Context: an optimization exercise on an open-source flow, tuned for small area and a short achievable clock period. The choices shown serve that exercise and are no tape-out recipe.
At most, simulation tests tie the RTL to the original design; equivalence was not proved.
No functional check of the RTL was part of runs 1 to 4.
Power figures rest on the tool's default switching activity, not on a simulated workload.

`flow/config.mk`:
```
export PLATFORM = sky130hd
export DESIGN_NAME = solution
export DESIGN_NICKNAME = solution
export VERILOG_FILES = /design/flow/design.v
export SDC_FILE = /design/flow/constraint.sdc
export NUM_CORES = 4
export LEC_CHECK = 0
export CAP_MARGIN = 20
export CORE_MARGIN = 2
export CORE_UTILIZATION = 65
export CTS_BUF_LIST = sky130_fd_sc_hd__clkbuf_4 sky130_fd_sc_hd__clkbuf_8
export SLEW_MARGIN = 20
export SYNTH_HIERARCHICAL = 1
export SYNTH_MINIMUM_KEEP_SIZE = 0
# port buffers: the smallest buffer
export BUFFER_PORTS_ARGS = -buffer_cell sky130_fd_sc_hd__buf_1
# one tie cell per constant
export SKIP_REPAIR_TIE_FANOUT = 1
```
`flow/constraint.sdc`:
```
create_clock -name core_clock -period 100.0 [get_ports {clk}]
set_input_delay 20.0000 -clock core_clock [delete_from_list [all_inputs] [get_ports {clk}]]
set_output_delay 20.0000 -clock core_clock [all_outputs]
set_load 0.01 [all_outputs]
```
`flow/flow/bs_col_cells.v`:
```
// bs_col and bs_take (see rtl/solution.v) mapped by hand to sky130_fd_sc_hd cells.
//
// bs_col:
// nhit = ~(a & c0 & ~c1 & take)
// src  = ~c0 & ~ntake & c1
// nk   = ~((a & nhit) | src)
// d    = ~((nk & nhl & nhr) | rst)
module bs_col (
    input a, input c0, input c1, input take, input ntake, input rst,
    input nhl, input nhr,
    output nhit, output d
);
    wire src, nk;
    sky130_fd_sc_hd__nand4b_1 g_hit (.A_N(c1), .B(c0), .C(a), .D(take), .Y(nhit));
    sky130_fd_sc_hd__nor3b_1 g_src (.A(c0), .B(ntake), .C_N(c1), .Y(src));
    sky130_fd_sc_hd__a21oi_1 g_keep (.A1(a), .A2(nhit), .B1(src), .Y(nk));
    sky130_fd_sc_hd__a31oi_1 g_d (.A1(nk), .A2(nhl), .A3(nhr), .B1(rst), .Y(d));
endmodule

// bs_take:
// take = row_valid & running & ~rst, ntake = ~take, rst_l = rst (buffered)
module bs_take (input row_valid, input running, input rst, output take, output ntake,
                output rst_l);
    sky130_fd_sc_hd__and3b_2 g_take (.A_N(rst), .B(running), .C(row_valid), .X(take));
    sky130_fd_sc_hd__nand3b_1 g_ntake (.A_N(rst), .B(running), .C(row_valid), .Y(ntake));
    sky130_fd_sc_hd__buf_2 g_rst (.A(rst), .X(rst_l));
endmodule
```
`flow/standard.sh`:
```
#!/bin/bash
# synth_recipe.tcl (not shown) runs the flow's synth.tcl, then flattens the netlist and writes it again
# the make line also repeats each setting of config.mk as NAME=value (left out here)
make -C /OpenROAD-flow-scripts/flow DESIGN_CONFIG=/design/flow/config.mk WORK_HOME=/design/flow/orfs CLKGATE_MAP_FILE= SYNTH_SCRIPT=/design/flow/synth_recipe.tcl "${@:-finish}"
```
`flow/flow/run.sh`:
```
#!/bin/bash
# Own layout flow: the standard flow, with
#  - the column cell bs_col mapped by hand (flow/bs_col_cells.v) before flattening,
#  - flow/extra.mk appended to config.mk (port buffer cell).
set -euo pipefail
cd "$(dirname "$0")/.."
W=$PWD
cat flow/extra.mk >> config.mk
# synthesis: the standard flow's script, with the hand-mapped bs_col read over the synthesized one
awk -v f="$W/flow/bs_col_cells.v" '{print} /source .*synth.tcl/ {print "read_verilog -overwrite " f}' \
  synth_recipe.tcl > my_synth.tcl
grep -q "read_verilog -overwrite" my_synth.tcl
sed "s#SYNTH_SCRIPT=[^ ]*#SYNTH_SCRIPT=$W/my_synth.tcl#" standard.sh > my_standard.sh
grep -q "my_synth.tcl" my_standard.sh
bash my_standard.sh ${FLOW_TARGET:-finish} > make_finish.log 2>&1
```
`flow/design.v`:
```
`timescale 1ns/1ps
module solution (
    input clk,
    input rst,
    input row_valid,
    input [281:0] row_data,
    output [63:0] splitters_hit,
    output done
);
    localparam WIDTH = 141;
    localparam HEIGHT = 142;
    reg [7:0] y;                   
    reg running;                   
    reg [WIDTH-1:0] active;        
    reg [15:0] pn;               
    reg [14:0] acc;              
    localparam NTAKE = 8;
    wire [NTAKE-1:0] take_g, ntake_g, rst_g;
    genvar k;
    generate
        for (k = 0; k < NTAKE; k = k + 1) begin : tk
            bs_take u_take (.row_valid(row_valid), .running(running), .rst(rst),
                            .take(take_g[k]), .ntake(ntake_g[k]), .rst_l(rst_g[k]));
        end
    endgenerate
    wire take = take_g[0];
    wire [WIDTH-1:0] nhit, d;
    genvar i;
    generate
        for (i = 0; i < WIDTH; i = i + 1) begin : cols
            wire nhl = (i == 0) ? 1'b1 : nhit[(i == 0) ? 0 : i - 1];
            wire nhr = (i == WIDTH - 1) ? 1'b1 : nhit[(i == WIDTH - 1) ? 0 : i + 1];
            bs_col u_col (
                .a(active[i]), .c0(row_data[2*i]), .c1(row_data[2*i+1]),
                .take(take_g[i * NTAKE / WIDTH]), .ntake(ntake_g[i * NTAKE / WIDTH]),
                .rst(rst_g[i * NTAKE / WIDTH]), .nhl(nhl), .nhr(nhr),
                .nhit(nhit[i]), .d(d[i])
            );
        end
    endgenerate
    wire rst0 = rst_g[0];
    always @(posedge clk) begin
        active <= d;
        if (rst0) begin
            y <= 8'd0;
            running <= 1'b1;
        end else if (take) begin
            y <= y + 8'd1;
            if (y == HEIGHT - 1) running <= 1'b0;
        end
    end
    assign done = ~running;
    wire s1, c2;
    bs_fa u_s1 (.a(nhit[0]), .b(nhit[100]), .c(nhit[101]), .s(s1), .co(c2));
    wire s3, c4;
    bs_fa u_s3 (.a(nhit[102]), .b(nhit[103]), .c(nhit[104]), .s(s3), .co(c4));
    wire s5, c6;
    bs_fa u_s5 (.a(nhit[105]), .b(nhit[106]), .c(nhit[107]), .s(s5), .co(c6));
    wire s7, c8;
    bs_fa u_s7 (.a(nhit[108]), .b(nhit[109]), .c(nhit[10]), .s(s7), .co(c8));
    wire s9, c10;
    bs_fa u_s9 (.a(nhit[110]), .b(nhit[111]), .c(nhit[112]), .s(s9), .co(c10));
    wire s11, c12;
    bs_fa u_s11 (.a(nhit[113]), .b(nhit[114]), .c(nhit[115]), .s(s11), .co(c12));
    wire s13, c14;
    bs_fa u_s13 (.a(nhit[116]), .b(nhit[117]), .c(nhit[118]), .s(s13), .co(c14));
    wire s15, c16;
    bs_fa u_s15 (.a(nhit[119]), .b(nhit[11]), .c(nhit[120]), .s(s15), .co(c16));
    wire s17, c18;
    bs_fa u_s17 (.a(nhit[121]), .b(nhit[122]), .c(nhit[123]), .s(s17), .co(c18));
    wire s19, c20;
    bs_fa u_s19 (.a(nhit[124]), .b(nhit[125]), .c(nhit[126]), .s(s19), .co(c20));
    wire s21, c22;
    bs_fa u_s21 (.a(nhit[127]), .b(nhit[128]), .c(nhit[129]), .s(s21), .co(c22));
    wire s23, c24;
    bs_fa u_s23 (.a(nhit[12]), .b(nhit[130]), .c(nhit[131]), .s(s23), .co(c24));
    wire s25, c26;
    bs_fa u_s25 (.a(nhit[132]), .b(nhit[133]), .c(nhit[134]), .s(s25), .co(c26));
    wire s27, c28;
    bs_fa u_s27 (.a(nhit[135]), .b(nhit[136]), .c(nhit[137]), .s(s27), .co(c28));
    wire s29, c30;
    bs_fa u_s29 (.a(nhit[138]), .b(nhit[139]), .c(nhit[13]), .s(s29), .co(c30));
    wire s31, c32;
    bs_fa u_s31 (.a(nhit[140]), .b(nhit[14]), .c(nhit[15]), .s(s31), .co(c32));
    wire s33, c34;
    bs_fa u_s33 (.a(nhit[16]), .b(nhit[17]), .c(nhit[18]), .s(s33), .co(c34));
    wire s35, c36;
    bs_fa u_s35 (.a(nhit[19]), .b(nhit[1]), .c(nhit[20]), .s(s35), .co(c36));
    wire s37, c38;
    bs_fa u_s37 (.a(nhit[21]), .b(nhit[22]), .c(nhit[23]), .s(s37), .co(c38));
    wire s39, c40;
    bs_fa u_s39 (.a(nhit[24]), .b(nhit[25]), .c(nhit[26]), .s(s39), .co(c40));
    wire s41, c42;
    bs_fa u_s41 (.a(nhit[27]), .b(nhit[28]), .c(nhit[29]), .s(s41), .co(c42));
    wire s43, c44;
    bs_fa u_s43 (.a(nhit[2]), .b(nhit[30]), .c(nhit[31]), .s(s43), .co(c44));
    wire s45, c46;
    bs_fa u_s45 (.a(nhit[32]), .b(nhit[33]), .c(nhit[34]), .s(s45), .co(c46));
    wire s47, c48;
    bs_fa u_s47 (.a(nhit[35]), .b(nhit[36]), .c(nhit[37]), .s(s47), .co(c48));
    wire s49, c50;
    bs_fa u_s49 (.a(nhit[38]), .b(nhit[39]), .c(nhit[3]), .s(s49), .co(c50));
    wire s51, c52;
    bs_fa u_s51 (.a(nhit[40]), .b(nhit[41]), .c(nhit[42]), .s(s51), .co(c52));
    wire s53, c54;
    bs_fa u_s53 (.a(nhit[43]), .b(nhit[44]), .c(nhit[45]), .s(s53), .co(c54));
    wire s55, c56;
    bs_fa u_s55 (.a(nhit[46]), .b(nhit[47]), .c(nhit[48]), .s(s55), .co(c56));
    wire s57, c58;
    bs_fa u_s57 (.a(nhit[49]), .b(nhit[4]), .c(nhit[50]), .s(s57), .co(c58));
    wire s59, c60;
    bs_fa u_s59 (.a(nhit[51]), .b(nhit[52]), .c(nhit[53]), .s(s59), .co(c60));
    wire s61, c62;
    bs_fa u_s61 (.a(nhit[54]), .b(nhit[55]), .c(nhit[56]), .s(s61), .co(c62));
    wire s63, c64;
    bs_fa u_s63 (.a(nhit[57]), .b(nhit[58]), .c(nhit[59]), .s(s63), .co(c64));
    wire s65, c66;
    bs_fa u_s65 (.a(nhit[5]), .b(nhit[60]), .c(nhit[61]), .s(s65), .co(c66));
    wire s67, c68;
    bs_fa u_s67 (.a(nhit[62]), .b(nhit[63]), .c(nhit[64]), .s(s67), .co(c68));
    wire s69, c70;
    bs_fa u_s69 (.a(nhit[65]), .b(nhit[66]), .c(nhit[67]), .s(s69), .co(c70));
    wire s71, c72;
    bs_fa u_s71 (.a(nhit[68]), .b(nhit[69]), .c(nhit[6]), .s(s71), .co(c72));
    wire s73, c74;
    bs_fa u_s73 (.a(nhit[70]), .b(nhit[71]), .c(nhit[72]), .s(s73), .co(c74));
    wire s75, c76;
    bs_fa u_s75 (.a(nhit[73]), .b(nhit[74]), .c(nhit[75]), .s(s75), .co(c76));
    wire s77, c78;
    bs_fa u_s77 (.a(nhit[76]), .b(nhit[77]), .c(nhit[78]), .s(s77), .co(c78));
    wire s79, c80;
    bs_fa u_s79 (.a(nhit[79]), .b(nhit[7]), .c(nhit[80]), .s(s79), .co(c80));
    wire s81, c82;
    bs_fa u_s81 (.a(nhit[81]), .b(nhit[82]), .c(nhit[83]), .s(s81), .co(c82));
    wire s83, c84;
    bs_fa u_s83 (.a(nhit[84]), .b(nhit[85]), .c(nhit[86]), .s(s83), .co(c84));
    wire s85, c86;
    bs_fa u_s85 (.a(nhit[87]), .b(nhit[88]), .c(nhit[89]), .s(s85), .co(c86));
    wire s87, c88;
    bs_fa u_s87 (.a(nhit[8]), .b(nhit[90]), .c(nhit[91]), .s(s87), .co(c88));
    wire s89, c90;
    bs_fa u_s89 (.a(nhit[92]), .b(nhit[93]), .c(nhit[94]), .s(s89), .co(c90));
    wire s91, c92;
    bs_fa u_s91 (.a(nhit[95]), .b(nhit[96]), .c(nhit[97]), .s(s91), .co(c92));
    wire s93, c94;
    bs_fa u_s93 (.a(nhit[98]), .b(nhit[99]), .c(nhit[9]), .s(s93), .co(c94));
    wire s95, c96;
    bs_fa u_s95 (.a(s1), .b(s11), .c(s13), .s(s95), .co(c96));
    wire s97, c98;
    bs_fa u_s97 (.a(s15), .b(s17), .c(s19), .s(s97), .co(c98));
    wire s99, c100;
    bs_fa u_s99 (.a(s21), .b(s23), .c(s25), .s(s99), .co(c100));
    wire s101, c102;
    bs_fa u_s101 (.a(s27), .b(s29), .c(s3), .s(s101), .co(c102));
    wire s103, c104;
    bs_fa u_s103 (.a(s31), .b(s33), .c(s35), .s(s103), .co(c104));
    wire s105, c106;
    bs_fa u_s105 (.a(s37), .b(s39), .c(s41), .s(s105), .co(c106));
    wire s107, c108;
    bs_fa u_s107 (.a(s43), .b(s45), .c(s47), .s(s107), .co(c108));
    wire s109, c110;
    bs_fa u_s109 (.a(s49), .b(s5), .c(s51), .s(s109), .co(c110));
    wire s111, c112;
    bs_fa u_s111 (.a(s53), .b(s55), .c(s57), .s(s111), .co(c112));
    wire s113, c114;
    bs_fa u_s113 (.a(s59), .b(s61), .c(s63), .s(s113), .co(c114));
    wire s115, c116;
    bs_fa u_s115 (.a(s65), .b(s67), .c(s69), .s(s115), .co(c116));
    wire s117, c118;
    bs_fa u_s117 (.a(s7), .b(s71), .c(s73), .s(s117), .co(c118));
    wire s119, c120;
    bs_fa u_s119 (.a(s75), .b(s77), .c(s79), .s(s119), .co(c120));
    wire s121, c122;
    bs_fa u_s121 (.a(s81), .b(s83), .c(s85), .s(s121), .co(c122));
    wire s123, c124;
    bs_fa u_s123 (.a(s87), .b(s89), .c(s9), .s(s123), .co(c124));
    wire s125, c126;
    bs_fa u_s125 (.a(s91), .b(s93), .c(s101), .s(s125), .co(c126));
    wire s127, c128;
    bs_fa u_s127 (.a(s103), .b(s105), .c(s107), .s(s127), .co(c128));
    wire s129, c130;
    bs_fa u_s129 (.a(s109), .b(s111), .c(s113), .s(s129), .co(c130));
    wire s131, c132;
    bs_fa u_s131 (.a(s115), .b(s117), .c(s119), .s(s131), .co(c132));
    wire s133, c134;
    bs_fa u_s133 (.a(s121), .b(s123), .c(s95), .s(s133), .co(c134));
    wire s135, c136;
    bs_fa u_s135 (.a(s97), .b(s99), .c(s125), .s(s135), .co(c136));
    wire s137, c138;
    bs_fa u_s137 (.a(s127), .b(s129), .c(s131), .s(s137), .co(c138));
    wire s139, c140;
    bs_fa u_s139 (.a(s133), .b(s135), .c(s137), .s(s139), .co(c140));
    wire s141, c142;
    bs_fa u_s141 (.a(c10), .b(c12), .c(c14), .s(s141), .co(c142));
    wire s143, c144;
    bs_fa u_s143 (.a(c16), .b(c18), .c(c2), .s(s143), .co(c144));
    wire s145, c146;
    bs_fa u_s145 (.a(c20), .b(c22), .c(c24), .s(s145), .co(c146));
    wire s147, c148;
    bs_fa u_s147 (.a(c26), .b(c28), .c(c30), .s(s147), .co(c148));
    wire s149, c150;
    bs_fa u_s149 (.a(c32), .b(c34), .c(c36), .s(s149), .co(c150));
    wire s151, c152;
    bs_fa u_s151 (.a(c38), .b(c4), .c(c40), .s(s151), .co(c152));
    wire s153, c154;
    bs_fa u_s153 (.a(c42), .b(c44), .c(c46), .s(s153), .co(c154));
    wire s155, c156;
    bs_fa u_s155 (.a(c48), .b(c50), .c(c52), .s(s155), .co(c156));
    wire s157, c158;
    bs_fa u_s157 (.a(c54), .b(c56), .c(c58), .s(s157), .co(c158));
    wire s159, c160;
    bs_fa u_s159 (.a(c6), .b(c60), .c(c62), .s(s159), .co(c160));
    wire s161, c162;
    bs_fa u_s161 (.a(c64), .b(c66), .c(c68), .s(s161), .co(c162));
    wire s163, c164;
    bs_fa u_s163 (.a(c70), .b(c72), .c(c74), .s(s163), .co(c164));
    wire s165, c166;
    bs_fa u_s165 (.a(c76), .b(c78), .c(c8), .s(s165), .co(c166));
    wire s167, c168;
    bs_fa u_s167 (.a(c80), .b(c82), .c(c84), .s(s167), .co(c168));
    wire s169, c170;
    bs_fa u_s169 (.a(c86), .b(c88), .c(c90), .s(s169), .co(c170));
    wire s171, c172;
    bs_fa u_s171 (.a(c92), .b(c94), .c(c100), .s(s171), .co(c172));
    wire s173, c174;
    bs_fa u_s173 (.a(c102), .b(c104), .c(c106), .s(s173), .co(c174));
    wire s175, c176;
    bs_fa u_s175 (.a(c108), .b(c110), .c(c112), .s(s175), .co(c176));
    wire s177, c178;
    bs_fa u_s177 (.a(c114), .b(c116), .c(c118), .s(s177), .co(c178));
    wire s179, c180;
    bs_fa u_s179 (.a(c120), .b(c122), .c(c124), .s(s179), .co(c180));
    wire s181, c182;
    bs_fa u_s181 (.a(c96), .b(c98), .c(s141), .s(s181), .co(c182));
    wire s183, c184;
    bs_fa u_s183 (.a(s143), .b(s145), .c(s147), .s(s183), .co(c184));
    wire s185, c186;
    bs_fa u_s185 (.a(s149), .b(s151), .c(s153), .s(s185), .co(c186));
    wire s187, c188;
    bs_fa u_s187 (.a(s155), .b(s157), .c(s159), .s(s187), .co(c188));
    wire s189, c190;
    bs_fa u_s189 (.a(s161), .b(s163), .c(s165), .s(s189), .co(c190));
    wire s191, c192;
    bs_fa u_s191 (.a(s167), .b(s169), .c(c126), .s(s191), .co(c192));
    wire s193, c194;
    bs_fa u_s193 (.a(c128), .b(c130), .c(c132), .s(s193), .co(c194));
    wire s195, c196;
    bs_fa u_s195 (.a(c134), .b(s171), .c(s173), .s(s195), .co(c196));
    wire s197, c198;
    bs_fa u_s197 (.a(s175), .b(s177), .c(s179), .s(s197), .co(c198));
    wire s199, c200;
    bs_fa u_s199 (.a(s181), .b(s183), .c(s185), .s(s199), .co(c200));
    wire s201, c202;
    bs_fa u_s201 (.a(s187), .b(s189), .c(c136), .s(s201), .co(c202));
    wire s203, c204;
    bs_fa u_s203 (.a(c138), .b(s191), .c(s193), .s(s203), .co(c204));
    wire s205, c206;
    bs_fa u_s205 (.a(s195), .b(s197), .c(s199), .s(s205), .co(c206));
    wire s207, c208;
    bs_fa u_s207 (.a(c140), .b(s201), .c(s203), .s(s207), .co(c208));
    wire s209, c210;
    bs_fa u_s209 (.a(c142), .b(c144), .c(c146), .s(s209), .co(c210));
    wire s211, c212;
    bs_fa u_s211 (.a(c148), .b(c150), .c(c152), .s(s211), .co(c212));
    wire s213, c214;
    bs_fa u_s213 (.a(c154), .b(c156), .c(c158), .s(s213), .co(c214));
    wire s215, c216;
    bs_fa u_s215 (.a(c160), .b(c162), .c(c164), .s(s215), .co(c216));
    wire s217, c218;
    bs_fa u_s217 (.a(c166), .b(c168), .c(c170), .s(s217), .co(c218));
    wire s219, c220;
    bs_fa u_s219 (.a(c172), .b(c174), .c(c176), .s(s219), .co(c220));
    wire s221, c222;
    bs_fa u_s221 (.a(c178), .b(c180), .c(c182), .s(s221), .co(c222));
    wire s223, c224;
    bs_fa u_s223 (.a(c184), .b(c186), .c(c188), .s(s223), .co(c224));
    wire s225, c226;
    bs_fa u_s225 (.a(c190), .b(s209), .c(s211), .s(s225), .co(c226));
    wire s227, c228;
    bs_fa u_s227 (.a(s213), .b(s215), .c(s217), .s(s227), .co(c228));
    wire s229, c230;
    bs_fa u_s229 (.a(c192), .b(c194), .c(c196), .s(s229), .co(c230));
    wire s231, c232;
    bs_fa u_s231 (.a(c198), .b(c200), .c(s219), .s(s231), .co(c232));
    wire s233, c234;
    bs_fa u_s233 (.a(s221), .b(s223), .c(s225), .s(s233), .co(c234));
    wire s235, c236;
    bs_fa u_s235 (.a(s227), .b(c202), .c(c204), .s(s235), .co(c236));
    wire s237, c238;
    bs_fa u_s237 (.a(c206), .b(s229), .c(s231), .s(s237), .co(c238));
    wire s239, c240;
    bs_fa u_s239 (.a(c210), .b(c212), .c(c214), .s(s239), .co(c240));
    wire s241, c242;
    bs_fa u_s241 (.a(c216), .b(c218), .c(c220), .s(s241), .co(c242));
    wire s243, c244;
    bs_fa u_s243 (.a(c222), .b(c224), .c(c226), .s(s243), .co(c244));
    wire s245, c246;
    bs_fa u_s245 (.a(c228), .b(s239), .c(c230), .s(s245), .co(c246));
    wire s247, c248;
    bs_fa u_s247 (.a(c232), .b(c234), .c(s241), .s(s247), .co(c248));
    wire s249, c250;
    bs_fa u_s249 (.a(c240), .b(c242), .c(c244), .s(s249), .co(c250));
    wire [15:0] pn_next = {c250, s249, c248, c246, s247, s245, c238, c236, s243, s237, s235, c208, s233, s207, s205, s139};
    wire [15:0] pt = ~pn;
    wire s251, c252;
    bs_ha u_s251 (.a(acc[2]), .b(pt[3]), .s(s251), .co(c252));
    wire s253, c254;
    bs_fa u_s253 (.a(acc[3]), .b(pt[10]), .c(pt[11]), .s(s253), .co(c254));
    wire s255, c256;
    bs_ha u_s255 (.a(pt[7]), .b(pt[8]), .s(s255), .co(c256));
    wire s257, c258;
    bs_fa u_s257 (.a(acc[4]), .b(pt[12]), .c(pt[13]), .s(s257), .co(c258));
    wire s259, c260;
    bs_ha u_s259 (.a(pt[4]), .b(pt[5]), .s(s259), .co(c260));
    wire s261, c262;
    bs_fa u_s261 (.a(pt[9]), .b(c252), .c(s255), .s(s261), .co(c262));
    wire s263, c264;
    bs_fa u_s263 (.a(pt[14]), .b(c256), .c(c254), .s(s263), .co(c264));
    wire s265, c266;
    bs_ha u_s265 (.a(acc[5]), .b(pt[15]), .s(s265), .co(c266));
    wire s267, c268;
    bs_ha u_s267 (.a(acc[1]), .b(pt[1]), .s(s267), .co(c268));
    wire s269, c270;
    bs_fa u_s269 (.a(pt[6]), .b(s251), .c(s259), .s(s269), .co(c270));
    wire s271, c272;
    bs_fa u_s271 (.a(c260), .b(s253), .c(s261), .s(s271), .co(c272));
    wire s273, c274;
    bs_fa u_s273 (.a(s257), .b(c262), .c(s263), .s(s273), .co(c274));
    wire s275, c276;
    bs_fa u_s275 (.a(s265), .b(c258), .c(c264), .s(s275), .co(c276));
    wire s277, c278;
    bs_ha u_s277 (.a(acc[6]), .b(c266), .s(s277), .co(c278));
    wire [7:0] fr0 = {c278, c276, c274, c272, c270, c268, s267, acc[0]};
    wire [7:0] fr1 = {acc[7], s277, s275, s273, s271, s269, pt[2], pt[0]};
    wire [8:0] fsum = fr0 + fr1;
    wire inc8 = fsum[8];
    wire tot8 = acc[8] ^ inc8;
    wire pre9 = acc[8];
    wire inc9 = fsum[8] & pre9;
    wire tot9 = acc[9] ^ inc9;
    wire pre10 = pre9 & acc[9];
    wire inc10 = fsum[8] & pre10;
    wire tot10 = acc[10] ^ inc10;
    wire pre11 = pre10 & acc[10];
    wire inc11 = fsum[8] & pre11;
    wire tot11 = acc[11] ^ inc11;
    wire pre12 = pre11 & acc[11];
    wire inc12 = fsum[8] & pre12;
    wire tot12 = acc[12] ^ inc12;
    wire pre13 = pre12 & acc[12];
    wire inc13 = fsum[8] & pre13;
    wire tot13 = acc[13] ^ inc13;
    wire pre14 = pre13 & acc[13];
    wire inc14 = fsum[8] & pre14;
    wire tot14 = acc[14] ^ inc14;
    wire [14:0] total = {tot14, tot13, tot12, tot11, tot10, tot9, tot8, fsum[7], fsum[6], fsum[5], fsum[4], fsum[3], fsum[2], fsum[1], fsum[0]};
    always @(posedge clk) begin
        pn <= pn_next;                  
        if (rst0) acc <= 15'd0;
        else acc <= total;
    end
    assign splitters_hit = {49'd0, total};
endmodule
module bs_col (
    input a, input c0, input c1, input take, input ntake, input rst,
    input nhl, input nhr,
    output nhit, output d
);
    assign nhit = ~(a & c0 & ~c1 & take);
    wire src = ~ntake & c1 & ~c0;
    wire nkeep = ~((a & nhit) | src);
    assign d = ~((nkeep & nhl & nhr) | rst);
endmodule
module bs_take (input row_valid, input running, input rst, output take, output ntake,
                output rst_l);
    assign take = row_valid & running & ~rst;
    assign ntake = ~take;
    assign rst_l = rst;
endmodule
module bs_fa (input a, input b, input c, output s, output co);
    assign s = a ^ b ^ c;
    assign co = (a & b) | (a & c) | (b & c);
endmodule
module bs_ha (input a, input b, output s, output co);
    assign s = a ^ b;
    assign co = a & b;
endmodule
module bs_hac (input a, input b, output s, output co);
    assign s = ~(a ^ b);
    assign co = a | b;
endmodule
```
`flow/flow/extra.mk`:
```
# port buffers: the smallest buffer
export BUFFER_PORTS_ARGS = -buffer_cell sky130_fd_sc_hd__buf_1
# one tie cell per constant
export SKIP_REPAIR_TIE_FANOUT = 1
```
==> metrics.md, run 1 <==
| Metric | Value |
|---|---|
| Drt wl/cell | `20.0 µm` |
| Status | `complete, no violations` |
| Mapped Area | `11700 µm²` |
| Cells after synthesis | `1101` |
| Vias | `10200` |
| Slew margin rel. | `0.338` |
| Final nets | `1791` |
| Antenna violations before repair | `1` |
| WP data arrival | `24.93 ns` |
| Worst-path clk slew | `0.09 ns` |
| Busiest grt layer | `met2` |
| Final setup viols | `0` |
| Root Buffer | `clkbuf_8` |
| Most frequent CP cell | `fa_1` |
| Layout cells sized above 1 | `0.0358` |
| Synth warn | `7` |
| Max-cap violations | `0` |
| Worst Tran Pin Value | `0.993 ns` |
| Req. time, crit path | `100.34 ns` |
| Hold Fails Final Rpt | `0` |
| Die Wd | `138 µm` |
| Cell Chain, Critical Path | `clkbuf_4 > buf_4 > and3b_2 > nand4b_1 > fa_1 > fa_1 > fa_1 > fa_1 > fa_1 > fa_1` |
| R2R depth | `8` |
| Initial core utilization | `0.657` |
| Number of remaining DRC errors | `0` |
| Class of the worst hold path | `reg -> reg` |
| Clk sinks | `181` |
| GRT met2 Usage | `0.537` |
| Setup crit end kind | `flip-flop` |
| Min Tclk post-route | `24.59 ns` |
| GR Layer Usage met1 | `0.470` |
| RePlAce Congestion | `0.898` |
| Hold Path Depth | `2` |
| Routed Antenna Nets | `0` |
| Area Overhead vs Synth | `12.1%` |
| Drt total wl | `31900 µm` |
| Drt pass-1 iters | `6` |
| Mean post-synth cell area | `10.6 µm²` |
| Post_cts resized | `0` |
| Worst-Skew Late Latency | `0.47 ns` |
| Clk buf depth | `2` |
| Die span in y | `138 µm` |
| Port Buffers | `300` |
| Fin crit share | `0.246` |
| Slew Limit Fails | `0` |
| Std cell rows | `49` |
| PwrDens | `11.9 nW/µm²` |
| RSZ-0062 raised after global routing | `no` |
| Reg2reg setup slack | `94.88 ns` |
| Core area | `17800 µm²` |
| Worst-case clock skew | `0.0160 ns` |
| Grt met3 use | `0.0547` |
| Ports | `350` |
| Setup tns final | `0 ns` |
| All-Layer GR Usage | `0.332` |
| P_leak | `3.65 nW` |
| CP startpoint kind | `primary input` |
| Final HPWL from detailed placement | `24800 µm` |
| Maximum vdd drop | `0.0000130 V` |
| Syn_nets | `1537` |
| Hold Buf Count CTS | `0` |
| TritonCTS buffer count | `17` |
| Via density | `6.37` |
| Grt ovf | `0` |
| Largest net degree at the start of global routing | `71` |
| Iter 0 DRT Violations | `781` |
| CP Class | `in -> reg` |
| Global-route wire length before repair | `50900 µm` |
| Setup Fix Bufs, Post-CTS | `0` |
| Fmax | `40.7 MHz` |
| CTS tree | `done` |
| Total Power | `157 µW` |
| Number of global-route vias before repair | `9979` |
| Total die area | `19100 µm²` |
| Crit-path slowest cell | `buf_4` |
| Slowest stage delay, CP | `0.65 ns` |
| CTS H-Tree Depth | `4` |
| CP Max Fanout | `68` |
stage by stage:
| stage | setup WS, ns | hold WS (ns) | util | instances | cell area [µm²] |
|---|---|---|---|---|---|
| after CTS | 75.44 | 0.515 | 0.737 | 1596 | 13100 |
| after detailed placement | 74.96 | 0.502 | 0.711 | 1565 | 12700 |
| after global placement | 74.97 | 0.478 | 0.711 | 1565 | 12700 |
| final | 75.41 | 0.519 | 0.737 | 1597 | 13100 |
| after global routing | 75.21 | 0.559 | 0.737 | 1596 | 13100 |
| after floorplan | 76.32 | 0.458 | - | 1101 | 11700 |
final timing paths:
check | to | startpoint
worst max-delay path | pn[2] | rst
worst min-delay path | y[7] | y[7]
worst max register to register | pn[2] | running
worst min register to register | y[7] | y[7]
metal layers:
layer  routed length [µm]  vias up
met5                    0        -
met4                  647        0
met3                 2330       51
met2                15300      418
met1                13700     5022
li1                     -     4674
layout by cell type, fill, tap and decap left out, types with 3 or more instances in the layout:
cell,count
buf_1,299
dfxtp_1,181
a21oi_1,149
nor3b_1,142
a31oi_1,141
nand4b_1,141
fa_1,134
inv_1,25
clkbuf_8,18
ha_1,17
nor2_1,15
nor2b_1,12
xor2_1,9
nand3b_1,8
and3b_2,8
nand2_1,7
xnor2_1,6
bufinv_16,5
o21ai_0,4
nand4_1,4
clkinvlp_4,4
nand2b_1,3
o21ai_2,3
clkbuf_4,3
sequential cells by signal (all words and copies together), names as in the netlist:
register / flops
active: 141
pn: 16
acc: 15
y: 8
running: 1
layout make-up:
type | instances | area (µm²)
Sequential cell | 181 | 3620
Clock inverter | 11 | 198
Inverter | 25 | 93.8
Antenna cell | 1 | 2.50
Fill cell | 1362 | 4700
Tap cell | 229 | 287
Multi-Input combinational cell | 828 | 7530
Timing Repair Buffer | 302 | 1140
Clock buffer | 20 | 263
power by group:
group	internal, mW	switching (mW)	total [mW]
Combinational	0.00915	0.0125	0.0217
Sequential	0.0753	0.00169	0.0770
Clock	0.0310	0.0273	0.0583
worst max-delay path, delay by kind of cell:
family,cells,cell delay (ns)
and+or+nand+nor,2,0.76
adders and majority gates,6,3.00
buffers and inverters,2,1.10
==> run 2, diff against run 1 <==
--- a/flow/config.mk
+++ b/flow/config.mk
@@ -10,4 +10,6 @@
 export CORE_UTILIZATION = 65
 export CTS_BUF_LIST = sky130_fd_sc_hd__clkbuf_4 sky130_fd_sc_hd__clkbuf_8
+export CTS_CLUSTER_DIAMETER = 150
+export CTS_CLUSTER_SIZE = 50
 export SLEW_MARGIN = 20
 export SYNTH_HIERARCHICAL = 1
==> metrics.md, run 2 <==
| Metric | Value |
|---|---|
| TritonCTS buffer count | `17` |
| Clk pwr share | `0.371` |
| Largest registers | `active (141), pn (16), acc (15)` |
| Via density | `6.37` |
| Area Overhead vs Synth | `12.1%` |
| Grt ovf | `0` |
| Fin crit share | `0.246` |
| GR Layer Usage met1 | `0.470` |
| CP Class | `in -> reg` |
| Grt met3 use | `0.0547` |
| Logic pwr share | `0.138` |
| Ports | `350` |
| Antenna violations before repair | `1` |
| Die Wd | `138 µm` |
| Number of remaining DRC errors | `0` |
| Status | `complete, no violations` |
| Int Pwr | `115 µW` |
| Sw Pwr | `41.5 µW` |
| HP Start | `y[7]` |
| CP startpoint kind | `primary input` |
| Std cell rows | `49` |
| CP Max Fanout | `68` |
| Largest Register | `active` |
| Setup crit end kind | `flip-flop` |
| Min Hold Slack | `0.519 ns` |
| Clk buf depth | `2` |
| Crit path from | `rst` |
| Worst-path clk slew | `0.09 ns` |
| Core area | `17800 µm²` |
| Worst-case clock skew | `0.0160 ns` |
| Min Tclk post-route | `24.59 ns` |
| Most frequent cells in the layout | `299 x buf_1, 181 x dfxtp_1, 149 x a21oi_1` |
| Max FFs per register | `141` |
| Layout cells sized above 1 | `0.0358` |
| Post-route cell area | `13100 µm²` |
| Setup Fix Bufs, Post-CTS | `0` |
| Drt total wl | `31900 µm` |
| Port Buffers | `300` |
| Slew Limit Fails | `0` |
| All-Layer GR Usage | `0.332` |
| Initial core utilization | `0.657` |
| Total die area | `19100 µm²` |
| Mapped Area | `11700 µm²` |
| Fmax | `40.7 MHz` |
| Req. time, crit path | `100.34 ns` |
| Worst-Skew Late Latency | `0.47 ns` |
| Vias | `10200` |
| Flop pwr share | `0.491` |
| Number of global-route vias before repair | `9979` |
| Final setup viols | `0` |
| Hold Fails Final Rpt | `0` |
| P_leak | `3.65 nW` |
| Clk sinks | `181` |
| Root Buffer | `clkbuf_8` |
| Final nets | `1791` |
| RePlAce Congestion | `0.898` |
| Net Sw Frac | `0.264` |
| Final HPWL from detailed placement | `24800 µm` |
| Setup tns final | `0 ns` |
| Reg-to-reg startpoint | `running` |
| Hold Buf Count CTS | `0` |
| Class of the worst hold path | `reg -> reg` |
| RSZ-0062 raised after global routing | `no` |
| WP data arrival | `24.93 ns` |
| Mean post-synth cell area | `10.6 µm²` |
| Placed instance area | `12700 µm²` |
| PwrDens | `11.9 nW/µm²` |
| Post_cts resized | `0` |
| GRT met2 Usage | `0.537` |
| Iter 0 DRT Violations | `781` |
| CTS H-Tree Depth | `4` |
| Worst Tran Pin Value | `0.993 ns` |
| Slew margin rel. | `0.338` |
| Drt pass-1 iters | `6` |
| Busiest grt layer | `met2` |
| Syn_nets | `1537` |
| Max-cap violations | `0` |
| Synth warn | `7` |
| CTS tree | `done` |
| Drt wl/cell | `20.0 µm` |
| Routed Antenna Nets | `0` |
| Maximum vdd drop | `0.0000130 V` |
| Cells after synthesis | `1101` |
| Die span in y | `138 µm` |
| Global-route wire length before repair | `50900 µm` |
| Most common cell after layout, fill and taps aside | `buf_1` |
| Largest net degree at the start of global routing | `71` |
[run 2: cell counts in the layout (fill, tap and decap cells not counted)]
No cell type changed its count.
[run 2: metal layers]
| metal | up-vias | wire [µm] |
|---|---|---|
| met4 | 0 | 647 |
| li1 | 4674 | - |
| met3 | 51 | 2330 |
| met1 | 5022 | 13700 |
| met2 | 418 | 15300 |
| met5 | - | 0 |
[run 2: cell type report]
class | instances | area (µm²)
Multi-Input combinational cell | 828 | 7530
Antenna cell | 1 | 2.50
Tap cell | 229 | 287
Fill cell | 1362 | 4700
Clock buffer | 20 | 263
Inverter | 25 | 93.8
Sequential cell | 181 | 3620
Timing Repair Buffer | 302 | 1140
Clock inverter | 11 | 198
[run 2: final timing paths]
check,cells past startpoint,to,slack (ns)
setup / recovery,10,pn[2],75.41
hold / removal,2,y[7],0.52
setup reg to reg,8,pn[2],94.88
hold reg to reg,2,y[7],0.52
[run 2: critical path: stages]
cell and delay (ns):
clkbuf_4 0.45, buf_4 0.65, and3b_2 0.48, nand4b_1 0.28
fa_1 0.49, fa_1 0.53, fa_1 0.55, fa_1 0.47
fa_1 0.56, fa_1 0.40
[run 2: power groups by stage]
stage | combinational, mW | sequential [mW] | clock, mW
floorplan | 0.0139 | 0.0782 | 0
global placement | 0.0210 | 0.0785 | 0
detailed placement | 0.0214 | 0.0786 | 0
CTS | 0.0215 | 0.0770 | 0.0589
global route | 0.0241 | 0.0774 | 0.0617
finish | 0.0217 | 0.0770 | 0.0583
[run 2: per-stage QoR]
step                 util  worst slack, ns  total power [mW]  instances
floorplan               -            76.32            0.0921       1101
global placement    0.711            74.97            0.0996       1565
detailed placement  0.711            74.96             0.100       1565
CTS                 0.737            75.44             0.157       1596
global route        0.737            75.21             0.163       1596
finish              0.737            75.41             0.157       1597
==> run 3, diff against run 2 <==
--- a/flow/design.v
+++ b/flow/design.v
@@ -17,8 +17,10 @@
     localparam NTAKE = 8;
     wire [NTAKE-1:0] take_g, ntake_g, rst_g;
+    wire rst_c;
+    bs_buf u_rst (.i(rst), .o(rst_c));
     genvar k;
     generate
         for (k = 0; k < NTAKE; k = k + 1) begin : tk
-            bs_take u_take (.row_valid(row_valid), .running(running), .rst(rst),
+            bs_take u_take (.row_valid(row_valid), .running(running), .rst(rst), .rst_c(rst_c),
                             .take(take_g[k]), .ntake(ntake_g[k]), .rst_l(rst_g[k]));
         end
@@ -372,9 +374,12 @@
     assign d = ~((nkeep & nhl & nhr) | rst);
 endmodule
-module bs_take (input row_valid, input running, input rst, output take, output ntake,
-                output rst_l);
+module bs_take (input row_valid, input running, input rst, input rst_c,
+                output take, output ntake, output rst_l);
     assign take = row_valid & running & ~rst;
     assign ntake = ~take;
-    assign rst_l = rst;
+    assign rst_l = rst_c;
+endmodule
+module bs_buf (input i, output o);
+    assign o = i;
 endmodule
 module bs_fa (input a, input b, input c, output s, output co);
--- a/flow/flow/bs_col_cells.v
+++ b/flow/flow/bs_col_cells.v
@@ -19,9 +19,14 @@
 
 // bs_take:
-// take = row_valid & running & ~rst, ntake = ~take, rst_l = rst (buffered)
-module bs_take (input row_valid, input running, input rst, output take, output ntake,
-                output rst_l);
+// take = row_valid & running & ~rst, ntake = ~take, rst_l = rst_c (buffered)
+module bs_take (input row_valid, input running, input rst, input rst_c,
+                output take, output ntake, output rst_l);
     sky130_fd_sc_hd__and3b_2 g_take (.A_N(rst), .B(running), .C(row_valid), .X(take));
-    sky130_fd_sc_hd__nand3b_1 g_ntake (.A_N(rst), .B(running), .C(row_valid), .Y(ntake));
-    sky130_fd_sc_hd__buf_2 g_rst (.A(rst), .X(rst_l));
+    sky130_fd_sc_hd__inv_1 g_ntake (.A(take), .Y(ntake));
+    sky130_fd_sc_hd__buf_2 g_rst (.A(rst_c), .X(rst_l));
 endmodule
+
+// bs_buf: a buffer
+module bs_buf (input i, output o);
+    sky130_fd_sc_hd__buf_2 g_buf (.A(i), .X(o));
+endmodule
--- a/flow/config.mk
+++ b/flow/config.mk
@@ -10,6 +10,4 @@
 export CORE_UTILIZATION = 65
 export CTS_BUF_LIST = sky130_fd_sc_hd__clkbuf_4 sky130_fd_sc_hd__clkbuf_8
-export CTS_CLUSTER_DIAMETER = 150
-export CTS_CLUSTER_SIZE = 50
 export SLEW_MARGIN = 20
 export SYNTH_HIERARCHICAL = 1
==> metrics.md, run 3 <==
| Metric | Value |
|---|---|
| Die span in y | `138 µm` |
| CP Max Fanout | `97` |
| Logic pwr share | `0.145` |
| Initial core utilization | `0.658` |
| Grt ovf | `0` |
| Mean post-synth cell area | `10.6 µm²` |
| Largest registers | `active (141), pn (16), acc (15)` |
| Slew Limit Fails | `0` |
| CTS tree | `done` |
| CTS H-Tree Depth | `4` |
| Max FFs per register | `141` |
| Most frequent cells in the layout | `299 x buf_1, 181 x dfxtp_1, 149 x a21oi_1` |
| Total die area | `19100 µm²` |
| Via density | `6.33` |
| Area Overhead vs Synth | `11.5%` |
| Syn_nets | `1538` |
| Synth warn | `7` |
| RePlAce Congestion | `0.902` |
| Largest net degree at the start of global routing | `98` |
| Hold Fails Final Rpt | `0` |
| Number of remaining DRC errors | `0` |
| Worst-Skew Late Latency | `0.48 ns` |
| Antenna violations before repair | `2` |
| Worst setup margin | `74.93 ns` |
| Vias | `10100` |
| Cells after synthesis | `1102` |
| Ant. Diodes | `0` |
| Maximum vdd drop | `0.00000940 V` |
| Storage element area | `3620 µm²` |
| Setup Fix Bufs, Post-CTS | `0` |
| TritonCTS buffer count | `17` |
| Final HPWL from detailed placement | `24600 µm` |
| Most common cell after layout, fill and taps aside | `buf_1` |
| Class of the worst hold path | `reg -> reg` |
| GR Layer Usage met1 | `0.452` |
| Setup crit end kind | `flip-flop` |
| Layout cells sized above 1 | `0.0351` |
| P_leak | `3.63 nW` |
| Largest Register | `active` |
| Clk buf depth | `2` |
| Fmax | `39.9 MHz` |
| Post_cts resized | `0` |
| Global-route wire length before repair | `50000 µm` |
| Net Sw Frac | `0.285` |
| Fillers | `1385` |
| PwrDens | `11.6 nW/µm²` |
| Die Wd | `138 µm` |
| Dpl ws | `74.55 ns` |
| Port Buffers | `300` |
| Total Power | `151 µW` |
| Post-route cell area | `13000 µm²` |
| Flop pwr share | `0.510` |
| CP Class | `in -> reg` |
| GRT met2 Usage | `0.532` |
| Final setup viols | `0` |
| WP data arrival | `25.41 ns` |
| RSZ-0062 raised after global routing | `no` |
| Iter 0 DRT Violations | `650` |
| Worst-case clock skew | `0.0168 ns` |
| Fin crit share | `0.251` |
| Min Tclk post-route | `25.07 ns` |
| Ports | `350` |
| Max-cap violations | `0` |
| Drt total wl | `31700 µm` |
| Drt wl/cell | `19.8 µm` |
| Setup tns final | `0 ns` |
| Sw Pwr | `43.0 µW` |
| Req. time, crit path | `100.35 ns` |
| Std cell rows | `49` |
| Drt pass-1 iters | `7` |
| Number of global-route vias before repair | `9875` |
| Worst-path clk slew | `0.09 ns` |
| Busiest grt layer | `met2` |
| Core area | `17800 µm²` |
| Slew margin rel. | `0.268` |
| Grt met3 use | `0.0578` |
| Final nets | `1790` |
| Placed instance area | `12600 µm²` |
| Clk sinks | `181` |
| Hold Buf Count CTS | `0` |
| Root Buffer | `clkbuf_8` |
| Status | `complete, no violations` |
| Routed Antenna Nets | `0` |
| All-Layer GR Usage | `0.327` |
| Clk pwr share | `0.345` |
| Mapped Area | `11700 µm²` |
| Worst Tran Pin Value | `1.10 ns` |
| Int Pwr | `108 µW` |
| CP startpoint kind | `primary input` |
| Multi-input gate area | `7470 µm²` |
## run 3: cell type report
class / count / share of cell area
clock inverters: 12 / 0.0112
well taps: 229 / 0.0220
flip-flops and latches: 181 / 0.278
multi-input cells: 820 / 0.573
clock buffers: 19 / 0.0196
repair buffers: 301 / 0.0872
inverters: 33 / 0.00950
## run 3: power by group through the flow
stage / Clock, mW / Combinational, mW / Sequential (mW)
5_1_grt: 0.0551 / 0.0242 / 0.0774
3_5_place_dp: 0 / 0.0215 / 0.0786
4_1_cts: 0.0524 / 0.0216 / 0.0770
2_1_floorplan: 0 / 0.0139 / 0.0782
6_report: 0.0521 / 0.0219 / 0.0770
3_3_place_gp: 0 / 0.0209 / 0.0785
## run 3: worst paths after layout
path / start / end / slack (ns) / cells after the start
setup / recovery: rst / pn[2] / 74.93 / 10
hold / removal: y[7] / y[7] / 0.49 / 2
setup reg to reg: running / pn[2] / 94.94 / 8
hold reg to reg: y[7] / y[7] / 0.49 / 2
## run 3: layer usage
metal  vias up  part of all wire  wire, µm
li1       4670                 -         -
met1      4974              0.43     13500
met2       395              0.48     15300
met3        58             0.068      2150
met4         4             0.022       700
met5         -            0.0010        32
## run 3: through the flow
stage,cells,utilization,hold slack (ns)
after detailed placement,1564,0.711,0.479
final,1595,0.734,0.492
after floorplan,1102,-,0.458
after CTS,1595,0.734,0.492
after global routing,1595,0.734,0.522
after global placement,1564,0.711,0.469
## run 3: critical path, stage by stage
cell and delay (ns):
clkbuf_4 0.79, buf_4 0.80, and3b_2 0.42, nand4b_1 0.23, fa_1 0.45, fa_1 0.54, fa_1 0.57, fa_1 0.48
fa_1 0.57, fa_1 0.42
==> run 4, diff against run 3 <==
--- a/flow/flow/extra.mk
+++ b/flow/flow/extra.mk
@@ -3,2 +3,4 @@
 # one tie cell per constant
 export SKIP_REPAIR_TIE_FANOUT = 1
+# clock tree: no dummy loads (they only balance the tree's levels)
+export CTS_ARGS = -sink_clustering_enable -repair_clock_nets -dont_use_dummy_load -buf_list {sky130_fd_sc_hd__clkbuf_4 sky130_fd_sc_hd__clkbuf_8}
--- a/flow/config.mk
+++ b/flow/config.mk
@@ -17,2 +17,4 @@
 # one tie cell per constant
 export SKIP_REPAIR_TIE_FANOUT = 1
+# clock tree: no dummy loads (they only balance the tree's levels)
+export CTS_ARGS = -sink_clustering_enable -repair_clock_nets -dont_use_dummy_load -buf_list {sky130_fd_sc_hd__clkbuf_4 sky130_fd_sc_hd__clkbuf_8}
==> metrics.md, run 4 <==
| Metric | Value |
|---|---|
| Status | `complete, no violations` |
| Die Wd | `138 µm` |
| Antenna violations before repair | `2` |
| Ant. Diodes | `0` |
| Drt wl/cell | `19.9 µm` |
| PwrDens | `10.7 nW/µm²` |
| Most frequent cells in the layout | `299 x buf_1, 181 x dfxtp_1, 149 x a21oi_1` |
| CP Class | `in -> reg` |
| Hold Fails Final Rpt | `0` |
| GRT met2 Usage | `0.525` |
| Worst-path clk slew | `0.08 ns` |
| Total Power | `138 µW` |
| RSZ-0062 raised after global routing | `no` |
| Routed Antenna Nets | `0` |
| Syn_nets | `1538` |
| Fillers | `1410` |
| CTS tree | `done` |
| Total die area | `19100 µm²` |
| Most common cell after layout, fill and taps aside | `buf_1` |
| Largest Register | `active` |
| Clk buf depth | `2` |
| Slew margin rel. | `0.262` |
| Vias | `9989` |
| Worst Tran Pin Value | `1.11 ns` |
| Area Overhead vs Synth | `10.1%` |
| Min Hold Slack | `0.491 ns` |
| Hold Buf Count CTS | `0` |
| Fin crit share | `0.250` |
| Req. time, crit path | `100.33 ns` |
| Min Tclk post-route | `25.04 ns` |
| Root Buffer | `clkbuf_8` |
| CTS H-Tree Depth | `4` |
| CP startpoint kind | `primary input` |
| CP Max Fanout | `97` |
| Grt met3 use | `0.0613` |
| Clk sinks | `181` |
| RePlAce Congestion | `0.902` |
| Initial core utilization | `0.658` |
| Number of remaining DRC errors | `0` |
| Port Buffers | `300` |
| Busiest grt layer | `met2` |
| Via density | `6.32` |
| Class of the worst hold path | `reg -> reg` |
| P_leak | `3.55 nW` |
| Ports | `350` |
| Largest registers | `active (141), pn (16), acc (15)` |
| Grt ovf | `0` |
| Number of global-route vias before repair | `9782` |
| Mean post-synth cell area | `10.6 µm²` |
| Drt total wl | `31400 µm` |
| Worst-Skew Late Latency | `0.47 ns` |
| Setup crit end kind | `flip-flop` |
| Final HPWL from detailed placement | `24600 µm` |
| Core area | `17800 µm²` |
| Fmax | `39.9 MHz` |
| Global-route wire length before repair | `49600 µm` |
| Largest net degree at the start of global routing | `98` |
| Std cell rows | `49` |
| Setup Fix Bufs, Post-CTS | `0` |
| Layout cells sized above 1 | `0.0251` |
| All-Layer GR Usage | `0.325` |
| Die span in y | `138 µm` |
| Worst setup margin | `74.96 ns` |
| GR Layer Usage met1 | `0.453` |
| Cells after synthesis | `1102` |
| Final nets | `1790` |
| Slew Limit Fails | `0` |
| Dpl ws | `74.55 ns` |
| Mapped Area | `11700 µm²` |
| Worst-case clock skew | `0.0323 ns` |
| TritonCTS buffer count | `17` |
| Max FFs per register | `141` |
| Setup tns final | `0 ns` |
| Drt pass-1 iters | `5` |
| Max-cap violations | `0` |
| Iter 0 DRT Violations | `607` |
| Maximum vdd drop | `0.00000959 V` |
| WP data arrival | `25.37 ns` |
| Synth warn | `7` |
| Post_cts resized | `0` |
| Final setup viols | `0` |
[run 4: critical path, cell delays in order]
cell and delay, ns:
clkbuf_4 0.82, buf_4 0.82, and3b_2 0.42, nand4b_1 0.24, fa_1 0.47, fa_1 0.51, fa_1 0.56, fa_1 0.48
fa_1 0.57, fa_1 0.42
[run 4: layout make-up]
cell class | instances | area [µm²] | share of cell area
clock buffers | 17 | 234 | 0.0182
inverters | 33 | 124 | 0.00962
multi-input cells | 820 | 7470 | 0.580
flip-flops and latches | 181 | 3620 | 0.281
well taps | 229 | 287 | 0.0223
repair buffers | 301 | 1140 | 0.0883
[run 4: report_power, final]
| group | total, mW | internal [mW] | switching, mW |
|---|---|---|---|
| Clock | 0.0387 | 0.0151 | 0.0237 |
| Sequential | 0.0770 | 0.0753 | 0.00167 |
| Combinational | 0.0218 | 0.00913 | 0.0127 |
| Total | 0.138 | 0.0995 | 0.0380 |
[run 4: final timing paths]
check        slack [ns]     from     to  cells after the start
min                0.49     y[7]   y[7]                      2
max reg2reg       94.99  running  pn[2]                      8
min reg2reg        0.49     y[7]   y[7]                      2
max               74.96      rst  pn[2]                     10
[run 4: per-layer routing]
metal,share of wire,vias up
met5,0.00086,-
met2,0.48,409
li1,-,4657
met4,0.023,4
met1,0.42,4867
met3,0.072,52
[run 4: per-stage QoR]
stage	instances	instance area, µm²	util
2_1_floorplan	1102	11700	-
3_3_place_gp	1564	12600	0.711
3_5_place_dp	1564	12600	0.711
4_1_cts	1581	12900	0.724
5_1_grt	1581	12900	0.724
6_report	1581	12900	0.724
==> run 5, diff against run 4 <==
--- a/flow/design.v
+++ b/flow/design.v
@@ -17,10 +17,10 @@
     localparam NTAKE = 8;
     wire [NTAKE-1:0] take_g, ntake_g, rst_g;
-    wire rst_c;
-    bs_buf u_rst (.i(rst), .o(rst_c));
+    wire rst_cn;
+    bs_inv u_rst (.i(rst), .o(rst_cn));
     genvar k;
     generate
         for (k = 0; k < NTAKE; k = k + 1) begin : tk
-            bs_take u_take (.row_valid(row_valid), .running(running), .rst(rst), .rst_c(rst_c),
+            bs_take u_take (.row_valid(row_valid), .running(running), .rst(rst), .rst_cn(rst_cn),
                             .take(take_g[k]), .ntake(ntake_g[k]), .rst_l(rst_g[k]));
         end
@@ -374,12 +374,12 @@
     assign d = ~((nkeep & nhl & nhr) | rst);
 endmodule
-module bs_take (input row_valid, input running, input rst, input rst_c,
+module bs_take (input row_valid, input running, input rst, input rst_cn,
                 output take, output ntake, output rst_l);
     assign take = row_valid & running & ~rst;
     assign ntake = ~take;
-    assign rst_l = rst_c;
+    assign rst_l = ~rst_cn;
 endmodule
-module bs_buf (input i, output o);
-    assign o = i;
+module bs_inv (input i, output o);
+    assign o = ~i;
 endmodule
 module bs_fa (input a, input b, input c, output s, output co);
--- a/flow/flow/bs_col_cells.v
+++ b/flow/flow/bs_col_cells.v
@@ -19,14 +19,14 @@
 
 // bs_take:
-// take = row_valid & running & ~rst, ntake = ~take, rst_l = rst_c (buffered)
-module bs_take (input row_valid, input running, input rst, input rst_c,
+// take = row_valid & running & ~rst, ntake = ~take, rst_l = ~rst_cn
+module bs_take (input row_valid, input running, input rst, input rst_cn,
                 output take, output ntake, output rst_l);
-    sky130_fd_sc_hd__and3b_2 g_take (.A_N(rst), .B(running), .C(row_valid), .X(take));
+    sky130_fd_sc_hd__and3b_4 g_take (.A_N(rst), .B(running), .C(row_valid), .X(take));
     sky130_fd_sc_hd__inv_1 g_ntake (.A(take), .Y(ntake));
-    sky130_fd_sc_hd__buf_2 g_rst (.A(rst_c), .X(rst_l));
+    sky130_fd_sc_hd__inv_2 g_rst (.A(rst_cn), .Y(rst_l));
 endmodule
 
-// bs_buf: a buffer
-module bs_buf (input i, output o);
-    sky130_fd_sc_hd__buf_2 g_buf (.A(i), .X(o));
+// bs_inv: an inverter
+module bs_inv (input i, output o);
+    sky130_fd_sc_hd__inv_2 g_inv (.A(i), .Y(o));
 endmodule
==> metrics.md, run 5 <==
| Metric | Value |
|---|---|
| Status | `complete, no violations` |
| Core area | `17800 µm²` |
| Routed Antenna Nets | `0` |
| All-Layer GR Usage | `0.319` |
| Drt wl/cell | `19.5 µm` |
| Most frequent cells in the layout | `300 x buf_1, 181 x dfxtp_1, 149 x a21oi_1` |
| Post-Layout Cell Count | `1593` |
| Syn_nets | `1538` |
| Drt pass-1 iters | `5` |
| Final HPWL from detailed placement | `24600 µm` |
| Via density | `6.29` |
| Slew margin rel. | `0.454` |
| Drt total wl | `31000 µm` |
| Mean post-synth cell area | `10.6 µm²` |
| Critical path's top delay family | `adder cells` |
| Number of global-route vias before repair | `9704` |
| Min Tclk post-route | `23.89 ns` |
| Cell Chain, Critical Path | `buf_1 > and3b_4 > nand4b_1 > fa_1 > fa_1 > fa_1 > fa_1 > fa_1 > fa_1` |
| Synth warn | `7` |
| Clk buf depth | `2` |
| Slowest stage delay, CP | `0.62 ns` |
| Max-cap violations | `0` |
| Max FFs per register | `141` |
| Worst-Skew Late Latency | `0.47 ns` |
| DR top layer | `met5` |
| Largest net degree at the start of global routing | `50` |
| Fmax | `41.9 MHz` |
| Reg2reg setup slack | `95.36 ns` |
| Metal2 WL | `14500 µm` |
| Global-route wire length before repair | `48800 µm` |
| Worst-path clk slew | `0.10 ns` |
| WP data arrival | `24.21 ns` |
| Antenna violations before repair | `3` |
| Worst path bufs/invs | `1` |
| Class of the worst hold path | `reg -> reg` |
| Setup Fix Bufs, Post-CTS | `0` |
| Clk sinks | `181` |
| Std cell rows | `49` |
| Die Wd | `138 µm` |
| Post_cts resized | `0` |
| Hold Fails Final Rpt | `0` |
| CP Max Fanout | `27` |
| Worst setup margin | `76.11 ns` |
| Placed instance area | `12700 µm²` |
| Worst-case clock skew | `0.0276 ns` |
| Hold Buf Count CTS | `0` |
| Slew Limit Fails | `0` |
| CTS H-Tree Depth | `4` |
| Req. time, crit path | `100.32 ns` |
| Largest registers | `active (141), pn (16), acc (15)` |
| Most frequent CP cell | `fa_1` |
| Post-route cell area | `12900 µm²` |
| P_leak | `3.57 nW` |
| Total die area | `19100 µm²` |
| Area Overhead vs Synth | `10.5%` |
| Final nets | `1798` |
| Dpl ws | `75.65 ns` |
| Vias | `10000` |
| Largest Register | `active` |
| Final setup viols | `0` |
| Maximum vdd drop | `0.00000859 V` |
| Met1 wire length | `13300 µm` |
| RePlAce Congestion | `0.873` |
| Most common cell after layout, fill and taps aside | `buf_1` |
| Fin util | `0.725` |
| Mapped Area | `11700 µm²` |
| Ports | `350` |
| Die span in y | `138 µm` |
| CP Class | `in -> reg` |
| Crit-path slowest cell | `fa_1` |
| # placed instances | `1572` |
| Met3 WL | `2220 µm` |
| PwrDens | `10.6 nW/µm²` |
| RSZ-0062 raised after global routing | `no` |
| Root Buffer | `clkbuf_8` |
| Cells after synthesis | `1102` |
| Worst Tran Pin Value | `0.819 ns` |
| Setup crit end kind | `flip-flop` |
| CP startpoint kind | `primary input` |
| CTS tree | `done` |
| Iter 0 DRT Violations | `468` |
| Setup tns final | `0 ns` |
| Grt ovf | `0` |
| Layout cells sized above 1 | `0.0301` |
| TritonCTS buffer count | `17` |
| Number of remaining DRC errors | `0` |
| Initial core utilization | `0.656` |
| Fin crit share | `0.239` |
| Port Buffers | `300` |
run 5: cell types whose count changed in the layout (fill, tap and decap cells not counted), sizes merged:
cell	before	now
clkbuf	18	17
inv	33	42
diode	0	4
run 5: final timing paths:
kind / depth (start not counted) / from / endpoint
worst max register to register: 8 / running / pn[2]
worst max-delay path: 9 / row_valid / pn[2]
worst min-delay path: 2 / y[7] / y[7]
worst min register to register: 2 / y[7] / y[7]
run 5: layout make-up:
type,count,area [µm²]
inverters,42,158
clock buffers,17,234
flip-flops and latches,181,3620
diodes,4,10.0
multi-input cells,820,7490
well taps,229,287
fillers,1422,4910
repair buffers,300,1130
run 5: power by group:
part           switching [mW]  leakage [nW]  total (mW)  internal [mW]
registers             0.00179          1.47      0.0771         0.0753
logic                  0.0123          1.97      0.0215        0.00925
clock network          0.0232         0.122      0.0383         0.0151
run 5: worst min-delay path, cell delays in order, from the launching register on:
cell and delay, ns:
dfxtp_1 0.33, o21ai_0 0.07, a21oi_1 0.06
run 5: metal layers:
layer / up-vias / global-route usage
met1: 4837 / 0.435
met3: 82 / 0.0669
met5: - / 0
met4: 2 / 0.124
met2: 429 / 0.505
li1: 4677 / -
run 5: per-stage QoR:
stage | hold slack (ns) | power (mW)
global route | 0.535 | 0.143
finish | 0.494 | 0.137
floorplan | 0.458 | 0.0922
global placement | 0.474 | 0.0993
detailed placement | 0.487 | 0.0999
CTS | 0.500 | 0.137
==> run 6, diff against run 5 <==
--- a/flow/flow/bs_col_cells.v
+++ b/flow/flow/bs_col_cells.v
@@ -22,5 +22,5 @@
 module bs_take (input row_valid, input running, input rst, input rst_cn,
                 output take, output ntake, output rst_l);
-    sky130_fd_sc_hd__and3b_4 g_take (.A_N(rst), .B(running), .C(row_valid), .X(take));
+    sky130_fd_sc_hd__and3b_2 g_take (.A_N(rst), .B(running), .C(row_valid), .X(take));
     sky130_fd_sc_hd__inv_1 g_ntake (.A(take), .Y(ntake));
     sky130_fd_sc_hd__inv_2 g_rst (.A(rst_cn), .Y(rst_l));
==> metrics.md, run 6 <==
| Metric | Value |
|---|---|
| Port Buffers | `300` |
| Slew margin rel. | `0.452` |
| CTS H-Tree Depth | `4` |
| All-Layer GR Usage | `0.326` |
| CP startpoint kind | `primary input` |
| Hold Buf Count CTS | `0` |
| Mean post-synth cell area | `10.6 µm²` |
| WP data arrival | `24.26 ns` |
| Max-cap violations | `0` |
| CP Class | `in -> reg` |
| Drt total wl | `31500 µm` |
| Maximum vdd drop | `0.00000890 V` |
| Vias | `10100` |
| Most frequent cells in the layout | `300 x buf_1, 181 x dfxtp_1, 149 x a21oi_1` |
| Final setup viols | `0` |
| Worst-Skew Late Latency | `0.47 ns` |
| Worst-case clock skew | `0.0278 ns` |
| Die span in y | `138 µm` |
| Cells after synthesis | `1102` |
| Number of remaining DRC errors | `0` |
| Min Tclk post-route | `23.92 ns` |
| Syn_nets | `1538` |
| Clk buf depth | `2` |
| CP Max Fanout | `27` |
| Drt pass-1 iters | `6` |
| Routed Antenna Nets | `0` |
| Crit-path slowest cell | `fa_1` |
| CTS tree | `done` |
| Worst-path clk slew | `0.10 ns` |
| Via density | `6.34` |
| Setup tns final | `0 ns` |
| Area Overhead vs Synth | `10.4%` |
| Max FFs per register | `141` |
| Reg-to-reg startpoint | `running` |
| Root Buffer | `clkbuf_8` |
| Std cell rows | `49` |
| Grt ovf | `0` |
| PwrDens | `10.6 nW/µm²` |
| Slowest stage delay, CP | `0.61 ns` |
| Final HPWL from detailed placement | `24900 µm` |
| Largest net degree at the start of global routing | `50` |
| Req. time, crit path | `100.33 ns` |
| Global-route wire length before repair | `49900 µm` |
| TritonCTS buffer count | `17` |
| R2R depth | `8` |
| Setup Fix Bufs, Post-CTS | `0` |
| Fillers | `1404` |
| Cell Chain, Critical Path | `buf_1 > and3b_2 > nand4b_1 > fa_1 > fa_1 > fa_1 > fa_1 > fa_1 > fa_1` |
| Drt wl/cell | `19.8 µm` |
| Clk sinks | `181` |
| Total die area | `19100 µm²` |
| Largest Register | `active` |
| Number of global-route vias before repair | `9932` |
| Fin util | `0.726` |
| Slew Limit Fails | `0` |
| Worst Tran Pin Value | `0.821 ns` |
| Layout cells sized above 1 | `0.0301` |
| Total Power | `137 µW` |
| Hold Fails Final Rpt | `0` |
| # placed instances | `1572` |
| Post_cts resized | `0` |
| Worst R2R End | `pn[6]` |
| Final nets | `1798` |
| Fmax | `41.8 MHz` |
| Largest registers | `active (141), pn (16), acc (15)` |
| Status | `complete, no violations` |
| Most frequent CP cell | `fa_1` |
| Most common cell after layout, fill and taps aside | `buf_1` |
| P_leak | `3.58 nW` |
| RSZ-0062 raised after global routing | `no` |
| Post-Layout Cell Count | `1591` |
| Ports | `350` |
| Fin crit share | `0.239` |
| Mapped Area | `11700 µm²` |
| Critical Path Sink | `pn[6]` |
| Die Wd | `138 µm` |
| Synth warn | `7` |
| Iter 0 DRT Violations | `722` |
| Crit path from | `row_valid` |
| Initial core utilization | `0.657` |
| Class of the worst hold path | `reg -> reg` |
| Antenna violations before repair | `3` |
| Reg2reg setup slack | `95.39 ns` |
| RePlAce Congestion | `0.879` |
| Core area | `17800 µm²` |
| Setup crit end kind | `flip-flop` |
-- run 6: cell types whose count changed in the layout (fill, tap and decap cells not counted), sizes merged --
cell	delta
diode	-2
-- run 6: power by group --
group,internal [mW],switching [mW]
clock,0.0151,0.0234
sequential,0.0753,0.00163
combinational,0.00909,0.0123
total,0.0995,0.0373
-- run 6: worst min-delay path by stage --
stage                     start  endpoint  slack [ns]  cells past startpoint
after floorplan            y[7]      y[7]        0.46                      2
after global placement     y[7]      y[7]        0.47                      2
after detailed placement   y[7]      y[7]        0.48                      2
after CTS                  y[5]      y[5]        0.51                      2
after global routing       y[5]      y[5]        0.56                      2
final                      y[5]      y[5]        0.51                      2
-- run 6: worst max-delay path: cells and delay by family --
family | cells | cell delay [ns]
AND/OR/NAND/NOR | 2 | 0.91
adder cells (fa/ha/maj) | 6 | 3.10
buffers and inverters | 1 | 0.22
-- run 6: per-layer routing --
layer | vias to the layer above | part of all wire | global-route usage
met4 | 4 | 0.031 | 0.110
li1 | 4677 | - | -
met2 | 446 | 0.47 | 0.520
met1 | 4874 | 0.41 | 0.442
met5 | - | 0.00086 | 0
met3 | 80 | 0.086 | 0.0793
-- run 6: area by class of cell --
class	instances	area [µm²]	area share
Inverter	42	158	0.0122
Antenna cell	2	5.00	0.000388
Clock buffer	17	234	0.0181
Tap cell	229	287	0.0222
Sequential cell	181	3620	0.281
Timing Repair Buffer	300	1130	0.0873
Multi-Input combinational cell	820	7470	0.579
-- run 6: through the flow --
step           setup slack, ns  hold WS (ns)  area [µm²]
6_report                 76.08         0.508       12900
5_1_grt                  75.92         0.563       12900
4_1_cts                  76.12         0.510       12900
3_5_place_dp             75.65         0.478       12700
3_3_place_gp             75.73         0.471       12700
2_1_floorplan            76.31         0.458       11700

-- static timing again, ports no longer ideal --
The flow's constraints put no driver on any port. The routed layouts listed below were extracted and timed again, unchanged, in two steps.
Step 1 assumes that a clkbuf_16 drives the clock port and a buf_2 every other input.
Step 2 adds t to the input delays and takes it off the output delays; t is the mean of the earliest and latest rising clock arrival at the registers after step 1. Input paths then give back, and output paths get back, about the clock's delay inside the block.
Slacks: no drivers / after step 1 / after step 2; pairs: no drivers / after step 1.
run	shift t [ns]	slack for setup (ns)	worst hold slack (ns)	worst setup path after step 2	clock arrival spread, ns
run 1	0.504	75.412 / 75.385 / 74.881	0.519 / 0.519 / 0.519	input to register	0.017 / 0.016
run 2	0.504	75.412 / 75.385 / 74.881	0.519 / 0.519 / 0.519	input to register	0.017 / 0.016
run 3	0.510	74.932 / 74.951 / 74.442	0.492 / 0.492 / 0.492	input to register	0.017 / 0.017
run 4	0.495	74.962 / 74.982 / 74.487	0.491 / 0.491 / 0.491	input to register	0.032 / 0.033
run 5	0.495	76.111 / 76.113 / 75.618	0.494 / 0.494 / 0.494	input to register	0.029 / 0.029
run 6	0.493	76.076 / 76.072 / 75.579	0.508 / 0.508 / 0.508	input to register	0.027 / 0.028
After both steps setup and hold are still met in every run listed.
